What follows belongs to an exercise in optimizing a design on an open flow for small area, a short achievable clock period and few clock cycles per item; a production flow would make more cautious choices. Where RTL was checked, it was by simulation tests only, not by an equivalence proof against the original. Power figures rest on the tool's default switching activity, not on a simulated workload.

Setup of run A:
// bin2bcd
module bin2bcd(
    input clk,
    input reset,
    input start,               
    input [11:0] bin_in,       
    output reg [15:0] bcd_out,  
    output reg done             
);
==> flow/config.mk <==
export PLATFORM = sky130hd
export DESIGN_NAME = bin2bcd
export DESIGN_NICKNAME = bin2bcd
export VERILOG_FILES = /design/flow/design.v
export SDC_FILE = /design/flow/constraint.sdc
export NUM_CORES = 4
export LEC_CHECK = 0
export CAP_MARGIN = 20
export CORE_MARGIN = 2
export CORE_UTILIZATION = 40
export SLEW_MARGIN = 20
==> flow/constraint.sdc <==
create_clock -name core_clock -period 5.0 [get_ports {clk}]
set_input_delay 1.0000 -clock core_clock [delete_from_list [all_inputs] [get_ports {clk}]]
set_output_delay 1.0000 -clock core_clock [all_outputs]
set_load 0.01 [all_outputs]
standard.sh (not shown) runs the stock make flow with config.mk's settings and CLKGATE_MAP_FILE= SYNTH_SCRIPT=/design/flow/synth_recipe.tcl, a recipe that flattens the netlist after the stock synthesis.
==> flow/flow/run.sh <==
#!/bin/bash
# Own flow: the standard layout, with two changes:
#  - synthesis maps the logic with an area-oriented ABC script (flow/abc_map.script);
#    Yosys does not extract half/full adders (ADDER_MAP_FILE empty);
#    everything else in synthesis is the standard script;
#  - ports are buffered with sky130_fd_sc_hd__buf_1 instead of the default buffer.
set -euo pipefail
W=$(pwd)
F=$W/flow
export MY_ABC_SCRIPT=$F/abc_map.script
export FLOW_SYNTH_TCL=$W/synth_recipe.tcl
make -C "$FLOW_HOME" DESIGN_CONFIG="$W/config.mk" WORK_HOME="$W/orfs" CLKGATE_MAP_FILE= \
  SYNTH_SCRIPT="$F/my_synth.tcl" ADDER_MAP_FILE= synth > "$W/synth.log" 2>&1
export BUFFER_PORTS_ARGS="-buffer_cell sky130_fd_sc_hd__buf_1"
cp standard.sh standard_used.sh
bash standard.sh > "$W/layout.log" 2>&1
==> flow/flow/abc_map.script <==
strash
dch
amap
topo
stime -c
==> flow/flow/my_synth.tcl <==
# The standard synthesis script (synth_recipe.tcl), with only the script
# that ABC maps the logic with replaced by MY_ABC_SCRIPT. Yosys's -import skips
# commands that already exist, so this abc wrapper is the one synth.tcl calls.
proc abc {args} {
  set i [lsearch -exact $args -script]
  if {$i >= 0} { lset args [expr {$i + 1}] $::env(MY_ABC_SCRIPT) }
  yosys abc {*}$args
}
source $::env(FLOW_SYNTH_TCL)
Testbench counts of run A, summed over its fixed seeds: cycles 3,200, conversions 3,200.
Setup changes, run A to run B
Settings: DIE_AREA now 0 0 62 62, previously not set; CORE_UTILIZATION no longer set, was 40; CORE_MARGIN no longer set, was 2; CORE_AREA now 2.3 2.72 59.8 59.84, previously not set.
==> flow/flow/run.sh <==
#!/bin/bash
# Own flow: the standard layout (standard.sh), with these changes:
#  - synthesis maps the logic with its own ABC scripts: flow/abc_in.script for
#    the logic before the registers, flow/abc_out.script for the logic after
#    them (flow/my_synth.tcl); Yosys does not extract half/full adders
#    (ADDER_MAP_FILE empty); everything else in synthesis is the standard
#    script (synth_recipe.tcl);
#  - ports are buffered with sky130_fd_sc_hd__buf_1 instead of the default buffer.
# Each tool's output goes to a log file of its own in the work folder.
set -euo pipefail
W=$(pwd)
F=$W/flow
export MY_ABC_IN=$F/abc_in.script
export MY_ABC_OUT=$F/abc_out.script
export FLOW_SYNTH_TCL=$W/synth_recipe.tcl
make -C "$FLOW_HOME" DESIGN_CONFIG="$W/config.mk" WORK_HOME="$W/orfs" CLKGATE_MAP_FILE= \
  SYNTH_SCRIPT="$F/my_synth.tcl" ADDER_MAP_FILE= synth > "$W/synth.log" 2>&1
export BUFFER_PORTS_ARGS="-buffer_cell sky130_fd_sc_hd__buf_1"
bash standard.sh > "$W/layout.log" 2>&1
==> flow/flow/abc_in.script (new file) <==
strash
dch
map -D 2500
topo
stime -c
==> flow/flow/abc_out.script (new file) <==
strash
dch
map -D 1650
topo
stime -c
==> flow/flow/my_synth.tcl <==
# The standard synthesis script (synth_recipe.tcl), with only ABC's mapping
# scripts replaced. The logic in the input cone of the output ports (after the
# registers) is mapped with MY_ABC_OUT, the rest (before the registers) with
# MY_ABC_IN. Yosys's -import skips commands that already exist, so this abc
# wrapper is the one synth.tcl calls.
proc abc {args} {
  set i [lsearch -exact $args -script]
  set a_out $args
  set a_in $args
  if {$i >= 0} {
    lset a_out [expr {$i + 1}] $::env(MY_ABC_OUT)
    lset a_in [expr {$i + 1}] $::env(MY_ABC_IN)
  }
  yosys select -set my_out_cone o:* %cie*
  yosys abc {*}$a_out @my_out_cone
  yosys select -clear
  yosys abc {*}$a_in
}
source $::env(FLOW_SYNTH_TCL)
removed: flow/flow/abc_map.script
Notes after the runs:
In the metrics for run B and run A, the one carrying the higher number of nets in the finished design is run B. Height of the chip: higher on run B. Sequential cell power: run A vs run B, no meaningful difference.
### run B -> run C
==> flow/flow/run.sh <==
#!/bin/bash
# Own flow: the standard layout, with two changes:
#  - synthesis maps the logic with an area-oriented ABC script (flow/abc_map.script);
#    Yosys does not extract half/full adders (ADDER_MAP_FILE empty);
#    everything else in synthesis is the standard script;
#  - ports are buffered with sky130_fd_sc_hd__buf_1 instead of the default buffer.
set -euo pipefail
W=$(pwd)
F=$W/flow
export MY_ABC_SCRIPT=$F/abc_map.script
export FLOW_SYNTH_TCL=$W/synth_recipe.tcl
make -C "$FLOW_HOME" DESIGN_CONFIG="$W/config.mk" WORK_HOME="$W/orfs" CLKGATE_MAP_FILE= \
  SYNTH_SCRIPT="$F/my_synth.tcl" ADDER_MAP_FILE= synth > "$W/synth.log" 2>&1
export BUFFER_PORTS_ARGS="-buffer_cell sky130_fd_sc_hd__buf_1"
cp standard.sh standard_used.sh
bash standard.sh > "$W/layout.log" 2>&1
==> flow/flow/abc_map.script (new file) <==
strash
dch
map -D 1500
topo
stime -c
==> flow/flow/my_synth.tcl <==
# The standard synthesis script (synth_recipe.tcl), with only the script
# that ABC maps the logic with replaced by MY_ABC_SCRIPT. Yosys's -import skips
# commands that already exist, so this abc wrapper is the one synth.tcl calls.
proc abc {args} {
  set i [lsearch -exact $args -script]
  if {$i >= 0} { lset args [expr {$i + 1}] $::env(MY_ABC_SCRIPT) }
  yosys abc {*}$args
}
source $::env(FLOW_SYNTH_TCL)
removed: flow/flow/abc_in.script
removed: flow/flow/abc_out.script
- Compared with run B, run C shows a final area that is about 7% higher.
- Side by side, overall power of the completed layout turned out lower in run C than in run B.
- Area of combinational cells with multiple inputs of run C exceeds that of run B by more than 10%.
- Higher total vias in the final route among run C and run B: run C
- Compared with run B, run C shows cell area after technology mapping that has gone up by a little under 10%.
- Per the comparison of run C with run B, final period utilization fell by 1.4 points; total length of routed met3 wires dropped about 7%; setup slack after layout saw an increase; net count after synthesis +about 10%.
Relative to run C, the following input files were edited for run D:
==> flow/flow/run.sh <==
#!/bin/bash
# Own flow: the standard layout (standard.sh), with these changes:
#  - synthesis maps the logic with its own ABC scripts: flow/abc_in.script for
#    the logic before the registers, flow/abc_out.script for the logic after
#    them (flow/my_synth.tcl); Yosys does not extract half/full adders
#    (ADDER_MAP_FILE empty); everything else in synthesis is the standard
#    script (synth_recipe.tcl);
#  - ports are buffered with sky130_fd_sc_hd__buf_1 instead of the default buffer.
# Each tool's output goes to a log file of its own in the work folder.
set -euo pipefail
W=$(pwd)
F=$W/flow
export MY_ABC_IN=$F/abc_in.script
export MY_ABC_OUT=$F/abc_out.script
export FLOW_SYNTH_TCL=$W/synth_recipe.tcl
make -C "$FLOW_HOME" DESIGN_CONFIG="$W/config.mk" WORK_HOME="$W/orfs" CLKGATE_MAP_FILE= \
  SYNTH_SCRIPT="$F/my_synth.tcl" ADDER_MAP_FILE= synth > "$W/synth.log" 2>&1
export BUFFER_PORTS_ARGS="-buffer_cell sky130_fd_sc_hd__buf_1"
bash standard.sh > "$W/layout.log" 2>&1
==> flow/flow/abc_in.script (new file) <==
strash
dch
map -D 2500
topo
stime -c
==> flow/flow/abc_out.script (new file) <==
strash
dch
map -D 1750
topo
stime -c
==> flow/flow/my_synth.tcl <==
# The standard synthesis script (synth_recipe.tcl), with only ABC's mapping
# scripts replaced. The logic in the input cone of the output ports (after the
# registers) is mapped with MY_ABC_OUT, the rest (before the registers) with
# MY_ABC_IN. Yosys's -import skips commands that already exist, so this abc
# wrapper is the one synth.tcl calls.
proc abc {args} {
  set i [lsearch -exact $args -script]
  set a_out $args
  set a_in $args
  if {$i >= 0} {
    lset a_out [expr {$i + 1}] $::env(MY_ABC_OUT)
    lset a_in [expr {$i + 1}] $::env(MY_ABC_IN)
  }
  yosys select -set my_out_cone o:* %cie*
  yosys abc {*}$a_out @my_out_cone
  yosys select -clear
  yosys abc {*}$a_in
}
source $::env(FLOW_SYNTH_TCL)
removed: flow/flow/abc_map.script
Run D finished every stage and its layout cleared the timing, design-rule and antenna checks. Layout inverter count without the clock tree of run D falls short of that of run C by more than 10%. In run D, the power density over the cells came out 49 nW/um^2 above the value in run C. Delta (run D minus run C): portion of total power attributed to combinational logic was more or less identical; CTS clock-pin slew for the worst setup and hold paths essentially unchanged; post-route cell area lost 7.9%.
## Diff of input files: run E against run D
Settings: setting SETUP_SLACK_MARGIN to 1.4 for the first time.
diff --git a/flow/flow/run.sh b/flow/flow/run.sh
--- a/flow/flow/run.sh
+++ b/flow/flow/run.sh
@@ -17,3 +17,4 @@
   SYNTH_SCRIPT="$F/my_synth.tcl" ADDER_MAP_FILE= synth > "$W/synth.log" 2>&1
 export BUFFER_PORTS_ARGS="-buffer_cell sky130_fd_sc_hd__buf_1"
+export SETUP_MOVE_SEQUENCE=sizeup
 bash standard.sh > "$W/layout.log" 2>&1
==> flow/flow/abc_in.script <==
strash
dch
map -D 2000
topo
stime -c
## What came out
Run D finished end to end and its layout was clean on timing, DRC and antenna.
Run E completed every stage of the flow, and the final layout passed the timing, design-rule and antenna checks.
Of run D and run E, run E shows the lower routed wire length on met3, with run D above it.
Initial core utilization on run E is up relative to run D.
In the tables for run D and run E, combinational share of power reads higher with run E.
[diff] HPWL after detailed placement, run E relative to run D: improvement
For run F, these inputs were changed with respect to run E:
Settings: SETUP_SLACK_MARGIN: 1.4 -> unset.
diff --git a/flow/flow/run.sh b/flow/flow/run.sh
--- a/flow/flow/run.sh
+++ b/flow/flow/run.sh
@@ -17,4 +17,3 @@
   SYNTH_SCRIPT="$F/my_synth.tcl" ADDER_MAP_FILE= synth > "$W/synth.log" 2>&1
 export BUFFER_PORTS_ARGS="-buffer_cell sky130_fd_sc_hd__buf_1"
-export SETUP_MOVE_SEQUENCE=sizeup
 bash standard.sh > "$W/layout.log" 2>&1
==> flow/flow/abc_in.script <==
strash
dch
map -D 3000
topo
stime -c
--- outcome ---
- Diff run E and run F: via count higher in run F
- Worst path setup slack after routing ends up lower on run F.
- The power number comes out lower for run F vs run E.
- Route | run F vs run E | wire shorter in run F

---

Setup of build 72:
Another version of the RTL of bin2bcd (not shown whole).
Size in the first run: roughly 400 cells after synthesis, roughly 32 I/O pins, roughly 0.0027 mm2 of cells after synthesis.
make LEC_CHECK=0 ABC_CLOCK_PERIOD_IN_PS=2500 CAP_MARGIN=20 CORE_MARGIN=2 CORE_UTILIZATION=40 SETUP_SLACK_MARGIN=1.5 SLEW_MARGIN=20 finish   # period 5.0 ns
run.sh (not shown) runs the stock make flow with config.mk's settings and CLKGATE_MAP_FILE= SYNTH_SCRIPT=/design/flow/synth_recipe.tcl, a recipe that flattens the netlist after the stock synthesis.
Stock flow here: none of the scripts above is used.
Build 72: full flow OK, the timing, design-rule and antenna checks passed
## Diff of input files: build 90 against build 72
Settings: clearing SETUP_SLACK_MARGIN, which used to be 1.5; putting ABC_AREA at 1 where nothing was set; clearing ABC_CLOCK_PERIOD_IN_PS, which used to be 2500.
Findings:
For build 72, the start point of the critical path was bin_in[7], unlike build 90, where it was q1_q[8].
[build 90] internal cell power fell 3.5% relative to build 72
Inverter count (higher): build 90
Changes observed in build 90 relative to build 72: synthesized area dropped about 37%, part of the power in the clock network climbed 1.1 points.
Number of nets in the synthesized netlist: build 90 < build 72
Looking at number of non-filler instances in the completed layout across build 90 and build 72, the one that comes out higher is build 72.
Build 90 vs build 72: wire length down in build 90
Maximum frequency of build 90 falls short of that of build 72 by more than 10%.
What build 18 does differently from build 90 at the input level:
Settings: a deleted ABC_AREA that had been 1; an added SETUP_SLACK_MARGIN of 1.5.
[summary]
Per the comparison of build 18 with build 90, internal power picked up an extra 3.7%, global-route wire length before repair grew by about 100%, fraction of power consumed by combinational cells dropped 0.3 points.
Synthesized area delta for build 18 relative to build 90: about 60% higher
Compared with build 90, in build 18 area added between synthesis and finish moved down; fraction of area in multi-input gates moved up.
Note that the layout buffer count excluding clock buffers recorded for build 18 amounts to 1.9 times the value seen in build 90.
Build 18 vs build 90 on final standard cell utilization of the core: build 18 is the lower one.
[compare] base=build 90 new=build 18: final setup slack of the worst path rose by 1120 ps, average wire per standard cell rose by 6.4 um.
Looking at launch point of the critical path, the bin_in[7] result is from build 18; the q1_q[8] one comes from build 90.
Setup changes, build 18 to build 55
Settings: ABC_AREA: unset -> 1.
## What came out
- Build 55 finished all stages; the layout is clean.
- Summary of build 55 over build 18: post-route cell area decreased by 750 um2 relative to the old numbers, total of fill cells in the finished design decreased by 38% relative to the old numbers, switching power increased by 22% relative to the old numbers, synthesized cell count decreased by 83 relative to the old numbers.
- The critical setup path kind comes out in2reg in one run and reg2out in the other, namely in build 18 and build 55 respectively.
- Build 55 vs. build 18: via count of the routed design down 36%, average wire per cell in the routed design went down, placer's final routability congestion estimate dropped 0.093.
The following lists how build 81 was set up differently from build 55:
Settings: clearing SETUP_SLACK_MARGIN, which used to be 1.5; clearing ABC_AREA, which used to be 1.
## What came out
- Build 81 did not stop at any stage, and its layout met the timing, design-rule and antenna checks.
- Build 81 vs build 55 — core utilization dropped 17 points.
- | portion of the layout cell area used by non-clock buffers | build 81 vs build 55 | 0.26 points lower |
- Measured against build 55, the mean cell area of the mapped netlist of build 81 comes out at 1.3 times the reference value.
- On fraction of standard cell area in multi-input logic: build 81 sits above build 55.
Function was not checked in any run of this note: the RTL went through the layout flow alone.

---

Another version of the RTL of bin2bcd (not shown whole).
Size: roughly 220 cells after synthesis, roughly 14 flip-flops, roughly 32 I/O pins, ~0.0014 mm^2 of cells after synthesis.
clock: 5.0 ns
lec_check: 0
abc_area: 1
cap_margin: 20
core_margin: 2
core_utilization: 40
slew_margin: 20
Testbench counts at the start, summed over its fixed seeds: cycles 3,200, conversions 3,200.
Edit:
Settings changed: SETUP_SLACK_MARGIN set to 1.0.
Synthesized area is unchanged.
Sequential cell count does not change.
Sequential power is higher by a few percent.
Die area is unchanged.
Wire length climbs by about a fifth.
Power came out higher by a few percent.
Clock-buffer cell count is unchanged.
Edit:
==> flow/flow/run.sh (new file) <==
#!/bin/bash
# Own flow: the standard layout, with two changes:
#  - synthesis maps the logic with an area-oriented ABC script (flow/abc_map.script);
#    everything else in synthesis is the standard script;
#  - ports are buffered with sky130_fd_sc_hd__buf_1 instead of the default buffer.
set -euo pipefail
W=$(pwd)
F=$W/flow
export MY_ABC_SCRIPT=$F/abc_map.script
export FLOW_SYNTH_TCL=$W/synth_recipe.tcl
make -C "$FLOW_HOME" DESIGN_CONFIG="$W/config.mk" WORK_HOME="$W/orfs" CLKGATE_MAP_FILE= \
  SYNTH_SCRIPT="$F/my_synth.tcl" synth > "$W/synth.log" 2>&1
export BUFFER_PORTS_ARGS="-buffer_cell sky130_fd_sc_hd__buf_1"
cp standard.sh standard_used.sh
bash standard.sh > "$W/layout.log" 2>&1
==> flow/flow/abc_map.script (new file) <==
strash
dch
amap
topo
stime -c
==> flow/flow/my_synth.tcl (new file) <==
# The standard synthesis script (synth_recipe.tcl), with only the script
# that ABC maps the logic with replaced by MY_ABC_SCRIPT. Yosys's -import skips
# commands that already exist, so this abc wrapper is the one synth.tcl calls.
proc abc {args} {
  set i [lsearch -exact $args -script]
  if {$i >= 0} { lset args [expr {$i + 1}] $::env(MY_ABC_SCRIPT) }
  yosys abc {*}$args
}
source $::env(FLOW_SYNTH_TCL)
==> flow/standard.sh (new file) <==
#!/bin/bash
# synth_recipe.tcl (not shown) runs the flow's synth.tcl, then flattens the netlist and writes it again
# the make line also repeats each setting of config.mk as NAME=value (left out here)
make -C /OpenROAD-flow-scripts/flow DESIGN_CONFIG=/design/flow/config.mk WORK_HOME=/design/flow/orfs CLKGATE_MAP_FILE= SYNTH_SCRIPT=/design/flow/synth_recipe.tcl "${@:-finish}"
Settings changed: ABC_AREA 1 to unset.
removed: flow/run.sh
Effect: Synthesized cell count went down by 21%; hold slack got worse by 330 ps; power went up by 29%; first-iteration DRC count went up by 110%; non-clock buffer count went up by 27; design area went up by 9.5%.
Edit:
Settings changed: SETUP_SLACK_MARGIN 1.0 to unset.
Result:
- design area went down by well over a third
- cell count drops by roughly a tenth
- die area does not change
- non-clock buffer count went down by 36
- first-iteration DRC count came out lower by a few percent

afterwards: timing with drivers on the ports:
How much do the figures lean on ideal ports? The routed layouts below were timed once more, with nothing changed but the port constraints. Step 1 (the two cells are an assumption about what drives the block):
set clk [get_ports {clk}]
set_driving_cell -lib_cell sky130_fd_sc_hd__clkbuf_16 $clk
set_driving_cell -lib_cell sky130_fd_sc_hd__buf_2 [delete_from_list [all_inputs] $clk]
Step 2 also shifts input and output timing later by t, the mid clock arrival at the registers, as if the neighbouring blocks saw the same clock. Three values: ideal ports, drivers, drivers and shift; two values: the first two.
| run | t (ns) | setup slack, ns | worst data-port slew with drivers (ns) |
|---|---|---|---|
| run A | 0.294 | 0.589 / 0.570 / 0.327 | 0.03 |
| run B | 0.292 | 1.193 / 1.172 / 1.029 | 0.03 |
| run C | 0.286 | 1.261 / 1.241 / 1.527 | 0.03 |
| run D | 0.293 | 1.292 / 1.270 / 1.006 | 0.03 |
| run E | 0.285 | 1.595 / 1.574 / 1.519 | 0.03 |
| run F | 0.293 | 1.292 / 1.270 / 1.006 | 0.03 |
| build 72 | 0.262 | 1.599 / 1.579 / 1.338 | 0.03 |
| build 90 | 0.268 | 0.483 / 0.456 / 0.724 | 0.03 |
| build 18 | 0.262 | 1.599 / 1.579 / 1.338 | 0.03 |
| build 55 | 0.267 | 1.194 / 1.169 / 1.405 | 0.05 |
| build 81 | 0.262 | 0.591 / 0.568 / 0.503 | 0.03 |
| the first run of note 3 | 0.287 | 0.389 / 0.370 / 0.412 | 0.03 |
| the second run of note 3 | 0.284 | 1.077 / 1.059 / 0.978 | 0.03 |
| the third run of note 3 | 0.298 | 0.712 / 0.679 / 0.381 | 0.06 |
| the fourth run of note 3 | 0.293 | 0.383 / 0.383 / 0.090 | 0.03 |
After both steps every run listed still meets setup and hold. For the third run of note 3, which loses most, drivers alone change the setup slack by -0.033 ns; drivers and shift together by -0.331 ns.
